From an optimization exercise on the open Yosys and OpenROAD flow, aimed at small area; shortcuts taken in it are not production practice. Function was checked by simulation only, so behaviour that the tests miss may differ from the original. Power figures rest on the tool's default switching activity, not on a simulated workload.

## main
## IOTDF
module IOTDF( clk, rst, in_en, iot_in, fn_sel, busy, valid, iot_out);
==> module IOTDF, before the edit <==
module IOTDF( clk, rst, in_en, iot_in, fn_sel, busy, valid, iot_out);
input          clk;
input          rst;
input          in_en;
input  [7:0]   iot_in;
input  [2:0]   fn_sel;
output         busy;
output         valid;
output [127:0] iot_out;
integer m;
reg [2:0] state;
reg [3:0] cnt;
reg       f1;
reg       valid_r;
assign busy  = 1'b0;
assign valid = valid_r;
wire des   = ~state[2] & ~(state[1] & state[0]);
wire enc   = state[0];
wire crcm  = state[1] & state[0];
wire sortm = state[2];
wire first = (cnt == 4'd0);
wire [3:0] cnt_n = cnt + 4'd1;
always @(posedge clk or posedge rst) begin
    if (rst) begin
        state   <= 3'd0;
        cnt     <= 4'd0;
        f1      <= 1'b0;
        valid_r <= 1'b0;
    end else begin
        if (state == 3'd0) state <= fn_sel;
        if (state != 3'd0) cnt <= cnt_n;
        if (cnt == 4'd15) f1 <= 1'b1;
        valid_r <= (cnt == 4'd15) & f1;
    end
end
reg [127:0] S;
wire [7:0] bin = (sortm & ~cnt[3]) ?
    {iot_in[6], iot_in[7], iot_in[4], iot_in[5], iot_in[2], iot_in[3], iot_in[0], iot_in[1]} : iot_in;
always @(posedge clk) S <= {bin, S[127:8]};
reg [31:0] nL, nR;
reg [27:0] nC, nD;
reg [7:0]  nPAR;
wire [31:0] L = ~nL, R = ~nR;
wire [27:0] C = ~nC, D = ~nD;
wire [7:0] PAR = ~nPAR;
wire [63:0] s_ip;
wire [55:0] s_pc1;
wire [7:0]  s_par;
IP   u_IPs (.i(S[63:0]),   .o(s_ip));
PC1  u_PC1s(.i(S[127:64]), .o(s_pc1));
PARX u_PARs(.i(S[127:64]), .o(s_par));
reg s1;
always @(posedge clk)
    s1 <= enc ? (cnt_n == 4'd1 || cnt_n == 4'd2 || cnt_n == 4'd9  || cnt_n == 4'd0)
              : (cnt_n == 4'd1 || cnt_n == 4'd8 || cnt_n == 4'd15 || cnt_n == 4'd0);
wire ky1 = enc & s1;
wire ky2 = enc & ~s1;
wire ky0 = ~enc;
wire [27:0] kC = ({28{ky1}} & {C[26:0], C[27]}) | ({28{ky2}} & {C[25:0], C[27:26]}) | ({28{ky0}} & C);
wire [27:0] kD = ({28{ky1}} & {D[26:0], D[27]}) | ({28{ky2}} & {D[25:0], D[27:26]}) | ({28{ky0}} & D);
wire [47:0] K;
PC2 u_PC2 (.i({kC, kD}), .o(K));
wire [31:0] f_out;
F u_F (.R(R), .K(K), .o(f_out));
wire [63:0] v_lo_raw;
wire [63:0] v_hi;
FP     u_FPv (.i({L, R}), .o(v_lo_raw));
PC1INV u_PIv (.i({C, D, PAR}), .o(v_hi));
wire [127:0] V;
genvar g;
generate for (g = 0; g < 32; g = g + 1) begin : g_vlo
    assign V[2*g]   = v_lo_raw[2*g+1];
    assign V[2*g+1] = v_lo_raw[2*g];
end endgenerate
assign V[127:64] = v_hi;
function gt8(input [7:0] a, input [7:0] b);
    integer j;
    reg r;
    begin
        r = 1'b0;
        for (j = 0; j < 8; j = j + 1) r = (a[j] & ~b[j]) | (~(a[j] ^ b[j]) & r);
        gt8 = r;
    end
endfunction
reg [15:0] selA, selB;
reg sw;
always @(*) begin
    for (m = 0; m < 8; m = m + 1) begin
        sw = gt8(V[16*m +: 8], V[16*m+8 +: 8]) && (cnt != ((2*m+2) % 16));
        selA[2*m+1]          = sortm & ~sw;
        selB[2*m+1]          = sortm & sw;
        selA[(2*m+2) % 16]   = sortm & sw;
        selB[(2*m+2) % 16]   = sortm & ~sw;
    end
end
wire [127:0] Vn;
generate for (g = 0; g < 16; g = g + 1) begin : g_vn
    assign Vn[8*g +: 8] = ({8{selA[g]}} & V[16*(((g+15)%16)/2) +: 8]) |
                          ({8{selB[g]}} & V[16*(((g+15)%16)/2)+8 +: 8]);
end endgenerate
wire [127:0] Vt;
generate for (g = 0; g < 32; g = g + 1) begin : g_vt
    assign Vt[2*g]   = Vn[2*g+1];
    assign Vt[2*g+1] = Vn[2*g];
end endgenerate
assign Vt[127:64] = Vn[127:64];
wire [63:0] t_ip;
wire [55:0] t_pc1;
wire [7:0]  t_par;
IP   u_IPt (.i(Vt[63:0]),   .o(t_ip));
PC1  u_PC1t(.i(Vt[127:64]), .o(t_pc1));
PARX u_PARt(.i(Vt[127:64]), .o(t_par));
wire el1 = des & enc & s1;
wire el2 = des & enc & ~s1;
wire dr1 = des & ~enc & s1;
wire dr2 = des & ~enc & ~s1;
wire [31:0] uL   = ({32{des}} & R) | t_ip[63:32];
wire [31:0] uR   = ({32{des}} & (L ^ f_out)) | t_ip[31:0];
wire [27:0] uC   = ({28{el1}} & {C[26:0], C[27]}) | ({28{el2}} & {C[25:0], C[27:26]}) |
                   ({28{dr1}} & {C[0], C[27:1]})  | ({28{dr2}} & {C[1:0], C[27:2]}) | t_pc1[55:28];
wire [27:0] uD   = ({28{el1}} & {D[26:0], D[27]}) | ({28{el2}} & {D[25:0], D[27:26]}) |
                   ({28{dr1}} & {D[0], D[27:1]})  | ({28{dr2}} & {D[1:0], D[27:2]}) | t_pc1[27:0];
wire [7:0]  uPAR = ({8{des}}  & PAR) | t_par;
always @(posedge clk) begin
    if (first) begin
        {nL, nR} <= ~s_ip;
        {nC, nD} <= ~s_pc1;
        nPAR     <= ~s_par;
    end else begin
        nL   <= ~uL;
        nR   <= ~uR;
        nC   <= ~uC;
        nD   <= ~uD;
        nPAR <= ~uPAR;
    end
end
function [2:0] mulx(input [2:0] a);
    mulx = {a[1:0], 1'b0} ^ (a[2] ? 3'b101 : 3'b000);
endfunction
function [2:0] crc_step(input [2:0] b0, input [7:0] d);
    integer j;
    reg [2:0] a, r;
    begin
        a = b0;
        for (j = 0; j < 6; j = j + 1) a = mulx(a);
        r = 3'd0;
        for (j = 7; j >= 0; j = j - 1) r = mulx(r) ^ {2'b00, d[j]};
        for (j = 0; j < 4; j = j + 1) r = mulx(r);
        crc_step = a ^ r;
    end
endfunction
reg [2:0] crc;
always @(posedge clk) crc <= crc_step(first ? 3'd0 : crc, S[7:0]);
wire [63:0] o_lo;
wire [63:0] o_hi;
FP     u_FPo (.i({uR, uL}), .o(o_lo));
PC1INV u_PIo (.i({uC, uD, uPAR}), .o(o_hi));
assign iot_out = {o_hi, o_lo[63:3], o_lo[2:0] | ({3{crcm}} & crc)};
endmodule
export LEC_CHECK = 0
export ABC_AREA = 1
export CAP_MARGIN = 20
export CORE_MARGIN = 2
export CORE_UTILIZATION = 50
export SLEW_MARGIN = 20
create_clock -name core_clock -period 8.0 [get_ports {clk}]
standard.sh (not shown) runs the stock make flow with config.mk's settings and CLKGATE_MAP_FILE= SYNTH_SCRIPT=/design/flow/synth_recipe.tcl, a recipe that flattens the netlist after the stock synthesis.
==> flow/flow/run.sh <==
#!/bin/bash
# Own flow: the standard ORFS layout (standard.sh) with these changes:
# - synthesis: ABC maps the logic with an area-only script
#   (flow/abc_area_own.script) and Yosys's adder extraction is off, so ABC sees
#   all of the logic. Flip-flops are mapped before ABC, exactly as in the
#   standard synthesis.
# - every port still gets its own buffer, but a sky130_fd_sc_hd__buf_1.
# - clock tree: clkbuf_4/clkbuf_8 buffers and no dummy loads.
set -euo pipefail
W=$PWD
{ cat "$W/flow/abc_proc.tcl"; cat "$W/synth_recipe.tcl"; } > "$W/own_synth.tcl"
export OWN_ABC_SCRIPT="$W/flow/abc_area_own.script"
bash "$W/standard.sh" SYNTH_SCRIPT="$W/own_synth.tcl" ADDER_MAP_FILE= \
  BUFFER_PORTS_ARGS="-buffer_cell sky130_fd_sc_hd__buf_1" \
  CTS_ARGS="-sink_clustering_enable -repair_clock_nets -dont_use_dummy_load -buf_list {sky130_fd_sc_hd__clkbuf_4 sky130_fd_sc_hd__clkbuf_8}" \
  finish > "$W/flow_make.log" 2>&1
==> flow/flow/abc_area_own.script <==
strash
&get -n
&deepsyn -T 60
&put
dch
amap -m -F 3 -A 8
topo
stime -c
==> flow/flow/abc_proc.tcl <==
# Use this flow's own ABC script for the combinational mapping; flip-flops are
# mapped before ABC runs and are left exactly as the standard synthesis makes them.
proc abc {args} {
  set i [lsearch -exact $args -script]
  if {$i >= 0} { lset args [expr {$i + 1}] $::env(OWN_ABC_SCRIPT) }
  yosys abc {*}$args
}
main went all the way through synthesis, placement and routing and the layout is clean on timing, DRC and antenna.
Input-level comparison between the feature branch and main:
-- flow/design.v --
<<< main, line 35
    end
end
reg [127:0] S;
wire [7:0] bin = (sortm & ~cnt[3]) ?
    {iot_in[6], iot_in[7], iot_in[4], iot_in[5], iot_in[2], iot_in[3], iot_in[0], iot_in[1]} : iot_in;
always @(posedge clk) S <= {bin, S[127:8]};
reg [31:0] nL, nR;
reg [27:0] nC, nD;
>>> the feature branch, line 35
    end
end
reg [127:0] nS;
wire [127:0] S = ~nS;
wire [7:0] bin = (sortm & ~cnt[3]) ?
    {iot_in[6], iot_in[7], iot_in[4], iot_in[5], iot_in[2], iot_in[3], iot_in[0], iot_in[1]} : iot_in;
always @(posedge clk) nS <= {~bin, nS[127:8]};
reg [31:0] nL, nR;
reg [27:0] nC, nD;
### Flow results
The feature branch reached the end of the flow, and the finished layout is clean on the timing, design-rule and antenna checks. Worst setup path endpoint = iot_out[0]: the feature branch; worst setup path endpoint = iot_out[2]: main. What main reported for distinct cell type count after synthesis has to be multiplied by 1.10 to get the figure for the feature branch. Taking main as the reference, in the feature branch static power due to leakage up 6.0%; post-route cell area higher; net switching component of the power moved down. [compare] base=main new=the feature branch: die outline area increased 2.0%; portion of total power attributed to combinational logic now smaller; number of signal-net inverters in the final layout fell 5.6%; achievable frequency lower. Against main, the feature branch reports a non-clock buffer total of the final layout that is higher. Core utilization: main and the feature branch compared, lower one is main. Summary of the feature branch over main: ratio of final minimum period to clock period went up; multi-input gate area in the final layout went up. Worst max-slew margin expressed relative to the limit in the feature branch is 4.1 points below main. The feature branch gives more sum of met3 wire segment lengths after detailed routing than main did.

========
== lane 1 ==
Another version of the RTL of IOTDF (not shown whole).
Size: ~140 I/O pins, roughly 0.013 sq mm of cells after synthesis.
==> module IOTDF, before the edit <==
module IOTDF( clk, rst, in_en, iot_in, fn_sel, busy, valid, iot_out);
input          clk;
input          rst;
input          in_en;
input  [7:0]   iot_in;
input  [2:0]   fn_sel;
output         busy;
output         valid;
output [127:0] iot_out;
integer m;
reg [2:0] state;
reg [3:0] cnt;
reg       f1;
reg       valid_r;
assign busy  = 1'b0;
assign valid = valid_r;
wire des   = ~state[2] & ~(state[1] & state[0]);
wire enc   = state[0];
wire crcm  = state[1] & state[0];
wire sortm = state[2];
wire first = (cnt == 4'd0);
wire [3:0] cnt_n = cnt + 4'd1;
always @(posedge clk or posedge rst) begin
    if (rst) begin
        state   <= 3'd0;
        cnt     <= 4'd0;
        f1      <= 1'b0;
        valid_r <= 1'b0;
    end else begin
        if (state == 3'd0) state <= fn_sel;
        if (state != 3'd0) cnt <= cnt_n;
        if (cnt == 4'd15) f1 <= 1'b1;
        valid_r <= (cnt == 4'd15) & f1;
    end
end
reg [127:0] S;
wire [7:0] bin = (sortm & ~cnt[3]) ?
    {iot_in[6], iot_in[7], iot_in[4], iot_in[5], iot_in[2], iot_in[3], iot_in[0], iot_in[1]} : iot_in;
always @(posedge clk) S <= {bin, S[127:8]};
reg [31:0] nL, nR;
reg [27:0] nC, nD;
reg [7:0]  nPAR;
wire [31:0] L = ~nL, R = ~nR;
wire [27:0] C = ~nC, D = ~nD;
wire [7:0] PAR = ~nPAR;
wire [63:0] s_ip;
wire [55:0] s_pc1;
wire [7:0]  s_par;
IP   u_IPs (.i(S[63:0]),   .o(s_ip));
PC1  u_PC1s(.i(S[127:64]), .o(s_pc1));
PARX u_PARs(.i(S[127:64]), .o(s_par));
reg s1;
wire [27:0] rC, rD;
always @(posedge clk)
    s1 <= enc ? (cnt_n == 4'd1 || cnt_n == 4'd2 || cnt_n == 4'd9  || cnt_n == 4'd0)
              : (cnt_n == 4'd1 || cnt_n == 4'd8 || cnt_n == 4'd15 || cnt_n == 4'd0);
wire [27:0] kC = enc ? rC : C;
wire [27:0] kD = enc ? rD : D;
wire [47:0] K;
PC2 u_PC2 (.i({kC, kD}), .o(K));
wire [31:0] f_out;
F u_F (.R(R), .K(K), .o(f_out));
wire [63:0] v_lo_raw;
wire [63:0] v_hi;
FP     u_FPv (.i({L, R}), .o(v_lo_raw));
PC1INV u_PIv (.i({C, D, PAR}), .o(v_hi));
wire [127:0] V;
genvar g;
generate for (g = 0; g < 32; g = g + 1) begin : g_vlo
    assign V[2*g]   = v_lo_raw[2*g+1];
    assign V[2*g+1] = v_lo_raw[2*g];
end endgenerate
assign V[127:64] = v_hi;
function gt8(input [7:0] a, input [7:0] b);
    integer j;
    reg r;
    begin
        r = 1'b0;
        for (j = 0; j < 8; j = j + 1) r = (a[j] & ~b[j]) | (~(a[j] ^ b[j]) & r);
        gt8 = r;
    end
endfunction
reg [15:0] selA, selB;
reg sw;
always @(*) begin
    for (m = 0; m < 8; m = m + 1) begin
        sw = gt8(V[16*m +: 8], V[16*m+8 +: 8]) && (cnt != ((2*m+2) % 16));
        selA[2*m+1]          = sortm & ~sw;
        selB[2*m+1]          = sortm & sw;
        selA[(2*m+2) % 16]   = sortm & sw;
        selB[(2*m+2) % 16]   = sortm & ~sw;
    end
end
wire [127:0] Vn;
generate for (g = 0; g < 16; g = g + 1) begin : g_vn
    assign Vn[8*g +: 8] = ({8{selA[g]}} & V[16*(((g+15)%16)/2) +: 8]) |
                          ({8{selB[g]}} & V[16*(((g+15)%16)/2)+8 +: 8]);
end endgenerate
wire [127:0] Vt;
generate for (g = 0; g < 32; g = g + 1) begin : g_vt
    assign Vt[2*g]   = Vn[2*g+1];
    assign Vt[2*g+1] = Vn[2*g];
end endgenerate
assign Vt[127:64] = Vn[127:64];
wire [63:0] t_ip;
wire [55:0] t_pc1;
wire [7:0]  t_par;
IP   u_IPt (.i(Vt[63:0]),   .o(t_ip));
PC1  u_PC1t(.i(Vt[127:64]), .o(t_pc1));
PARX u_PARt(.i(Vt[127:64]), .o(t_par));
wire el1 = des & enc & s1;
wire el2 = des & enc & ~s1;
wire dr1 = des & ~enc & s1;
wire dr2 = des & ~enc & ~s1;
wire [31:0] uL   = ({32{des}} & R) | t_ip[63:32];
wire [31:0] uR   = ({32{des}} & (L ^ f_out)) | t_ip[31:0];
assign rC = ({28{el1}} & {C[26:0], C[27]}) | ({28{el2}} & {C[25:0], C[27:26]}) |
            ({28{dr1}} & {C[0], C[27:1]})  | ({28{dr2}} & {C[1:0], C[27:2]});
wire [27:0] uC = rC | t_pc1[55:28];
assign rD = ({28{el1}} & {D[26:0], D[27]}) | ({28{el2}} & {D[25:0], D[27:26]}) |
            ({28{dr1}} & {D[0], D[27:1]})  | ({28{dr2}} & {D[1:0], D[27:2]});
wire [27:0] uD = rD | t_pc1[27:0];
wire [7:0]  uPAR = ({8{des}}  & PAR) | t_par;
always @(posedge clk) begin
    if (first) begin
        {nL, nR} <= ~s_ip;
        {nC, nD} <= ~s_pc1;
        nPAR     <= ~s_par;
    end else begin
        nL   <= ~uL;
        nR   <= ~uR;
        nC   <= ~uC;
        nD   <= ~uD;
        nPAR <= ~uPAR;
    end
end
function [2:0] mulx(input [2:0] a);
    mulx = {a[1:0], 1'b0} ^ (a[2] ? 3'b101 : 3'b000);
endfunction
function [2:0] crc_step(input [2:0] b0, input [7:0] d);
    integer j;
    reg [2:0] a, r;
    begin
        a = b0;
        for (j = 0; j < 6; j = j + 1) a = mulx(a);
        r = 3'd0;
        for (j = 7; j >= 0; j = j - 1) r = mulx(r) ^ {2'b00, d[j]};
        for (j = 0; j < 4; j = j + 1) r = mulx(r);
        crc_step = a ^ r;
    end
endfunction
reg [2:0] crc;
always @(posedge clk) crc <= crc_step(first ? 3'd0 : crc, S[7:0]);
wire [63:0] o_lo;
wire [63:0] o_hi;
FP     u_FPo (.i({uR, uL}), .o(o_lo));
PC1INV u_PIo (.i({uC, uD, uPAR}), .o(o_hi));
assign iot_out = {o_hi, o_lo[63:3], o_lo[2:0] | ({3{crcm}} & crc)};
endmodule
clock: 8.0 ns
lec_check: 0
abc_area: 1
cap_margin: 20
core_margin: 2
core_utilization: 50
slew_margin: 20
==> flow/flow/run.sh <==
#!/bin/bash
# Own flow: the standard ORFS layout (standard.sh) with these changes:
# - synthesis: ABC maps the logic with an area-only script
#   (flow/abc_area_own.script) and Yosys's adder extraction is off, so ABC sees
#   all of the logic. Flip-flops are mapped before ABC, exactly as in the
#   standard synthesis.
# - every port still gets its own buffer, but a sky130_fd_sc_hd__buf_1.
# - clock tree: clkbuf_4 buffers, sink clusters of up to 10 within 40 um,
#   no dummy loads.
set -euo pipefail
W=$PWD
{ cat "$W/flow/abc_proc.tcl"; cat "$W/synth_recipe.tcl"; } > "$W/own_synth.tcl"
export OWN_ABC_SCRIPT="$W/flow/abc_area_own.script"
bash "$W/standard.sh" SYNTH_SCRIPT="$W/own_synth.tcl" ADDER_MAP_FILE= \
  BUFFER_PORTS_ARGS="-buffer_cell sky130_fd_sc_hd__buf_1" \
  CTS_ARGS="-sink_clustering_enable -repair_clock_nets -dont_use_dummy_load -buf_list {sky130_fd_sc_hd__clkbuf_4} -sink_clustering_size 10 -sink_clustering_max_diameter 40" \
  finish > "$W/flow_make.log" 2>&1
==> flow/flow/abc_area_own.script <==
strash
&get -n
&deepsyn -T 60
&put
dch -f
amap -m -F 4 -A 12 -C 1000
topo
stime -c
Scripts as last shown in full above: flow/flow/abc_proc.tcl
Lane 1 went all the way through synthesis, placement and routing and the layout is clean on timing, DRC and antenna.
The following lists how lane 2 was set up differently from lane 1:
--- a/flow/design.v
+++ b/flow/design.v
@@ -50,14 +50,16 @@
 IP   u_IPs (.i(S[63:0]),   .o(s_ip));
 PC1  u_PC1s(.i(S[127:64]), .o(s_pc1));
 PARX u_PARs(.i(S[127:64]), .o(s_par));
 reg s1;
-wire [27:0] rC, rD;
 always @(posedge clk)
     s1 <= enc ? (cnt_n == 4'd1 || cnt_n == 4'd2 || cnt_n == 4'd9  || cnt_n == 4'd0)
               : (cnt_n == 4'd1 || cnt_n == 4'd8 || cnt_n == 4'd15 || cnt_n == 4'd0);
-wire [27:0] kC = enc ? rC : C;
-wire [27:0] kD = enc ? rD : D;
+wire ky1 = enc & s1;
+wire ky2 = enc & ~s1;
+wire ky0 = ~enc;
+wire [27:0] kC = ({28{ky1}} & {C[26:0], C[27]}) | ({28{ky2}} & {C[25:0], C[27:26]}) | ({28{ky0}} & C);
+wire [27:0] kD = ({28{ky1}} & {D[26:0], D[27]}) | ({28{ky2}} & {D[25:0], D[27:26]}) | ({28{ky0}} & D);
 wire [47:0] K;
 PC2 u_PC2 (.i({kC, kD}), .o(K));
 wire [31:0] f_out;
 F u_F (.R(R), .K(K), .o(f_out));
@@ -114,14 +116,12 @@
 wire dr1 = des & ~enc & s1;
 wire dr2 = des & ~enc & ~s1;
 wire [31:0] uL   = ({32{des}} & R) | t_ip[63:32];
 wire [31:0] uR   = ({32{des}} & (L ^ f_out)) | t_ip[31:0];
-assign rC = ({28{el1}} & {C[26:0], C[27]}) | ({28{el2}} & {C[25:0], C[27:26]}) |
-            ({28{dr1}} & {C[0], C[27:1]})  | ({28{dr2}} & {C[1:0], C[27:2]});
-wire [27:0] uC = rC | t_pc1[55:28];
-assign rD = ({28{el1}} & {D[26:0], D[27]}) | ({28{el2}} & {D[25:0], D[27:26]}) |
-            ({28{dr1}} & {D[0], D[27:1]})  | ({28{dr2}} & {D[1:0], D[27:2]});
-wire [27:0] uD = rD | t_pc1[27:0];
+wire [27:0] uC   = ({28{el1}} & {C[26:0], C[27]}) | ({28{el2}} & {C[25:0], C[27:26]}) |
+                   ({28{dr1}} & {C[0], C[27:1]})  | ({28{dr2}} & {C[1:0], C[27:2]}) | t_pc1[55:28];
+wire [27:0] uD   = ({28{el1}} & {D[26:0], D[27]}) | ({28{el2}} & {D[25:0], D[27:26]}) |
+                   ({28{dr1}} & {D[0], D[27:1]})  | ({28{dr2}} & {D[1:0], D[27:2]}) | t_pc1[27:0];
 wire [7:0]  uPAR = ({8{des}}  & PAR) | t_par;
 always @(posedge clk) begin
     if (first) begin
         {nL, nR} <= ~s_ip;
Notes after the runs:
- On total nets after synthesis, lane 1 and lane 2 are neck and neck.
- Pre-CTS setup slack delta for lane 2 relative to lane 1: 0.82 ns higher
- Going from lane 1 to lane 2, combinational share of power went up by 4.4 points, synthesized-area fraction occupied by xor and xnor cells was more or less identical.
- In lane 2 the final critical path time including I/O delays and setup turned out 0.55 ns lower than in lane 1.
- Against lane 1, overall routed net length in lane 2 came out worse.
- Compared with lane 1, lane 2 degrades power consumption.
- Taking lane 1 as the reference point, the least setup slack across all paths after layout of lane 2 rises by 0.55 ns.
- Compared with lane 1, lane 2 shows worst ir drop on vdd lower by 5.4%.
- Count of inverters other than clock inverters in the layout: lower on lane 1
- Higher maximum frequency goes to lane 2 over lane 1.

==> port drivers added, routing unchanged <==
No port has a modelled driver above. Below, the same layouts with a new extraction and two added sets of constraints. Step 1 (the two cells are an assumption about what drives the block):
set clk [get_ports {clk}]
set_driving_cell -lib_cell sky130_fd_sc_hd__clkbuf_16 $clk
set_driving_cell -lib_cell sky130_fd_sc_hd__buf_2 [delete_from_list [all_inputs] $clk]
Step 2, shift: input delay + t, output delay - t, t = (earliest + latest rising clock arrival at the registers) / 2. This alone moves slack from input paths to output paths. Three values: no drivers, after step 1, after step 2; two values: the first two.
| run | shift t [ns] | slack for setup (ns) | worst hold slack (ns) | worst data-port slew with drivers (ns) | cell pins on the clock port's net |
|---|---|---|---|---|---|
| main | 0.586 | 0.525 / 0.477 / 1.063 | 0.315 / 0.315 / 0.315 | 0.03 | 1 |
| the feature branch | 0.568 | 0.355 / 0.307 / 0.875 | 0.315 / 0.315 / 0.315 | 0.03 | 1 |
| lane 1 | 0.692 | 0.230 / 0.184 / 0.875 | 0.293 / 0.293 / 0.293 | 0.04 | 1 |
| lane 2 | 0.694 | 0.782 / 0.733 / 1.427 | 0.303 / 0.303 / 0.303 | 0.03 | 1 |
After both steps every run listed still meets setup and hold.
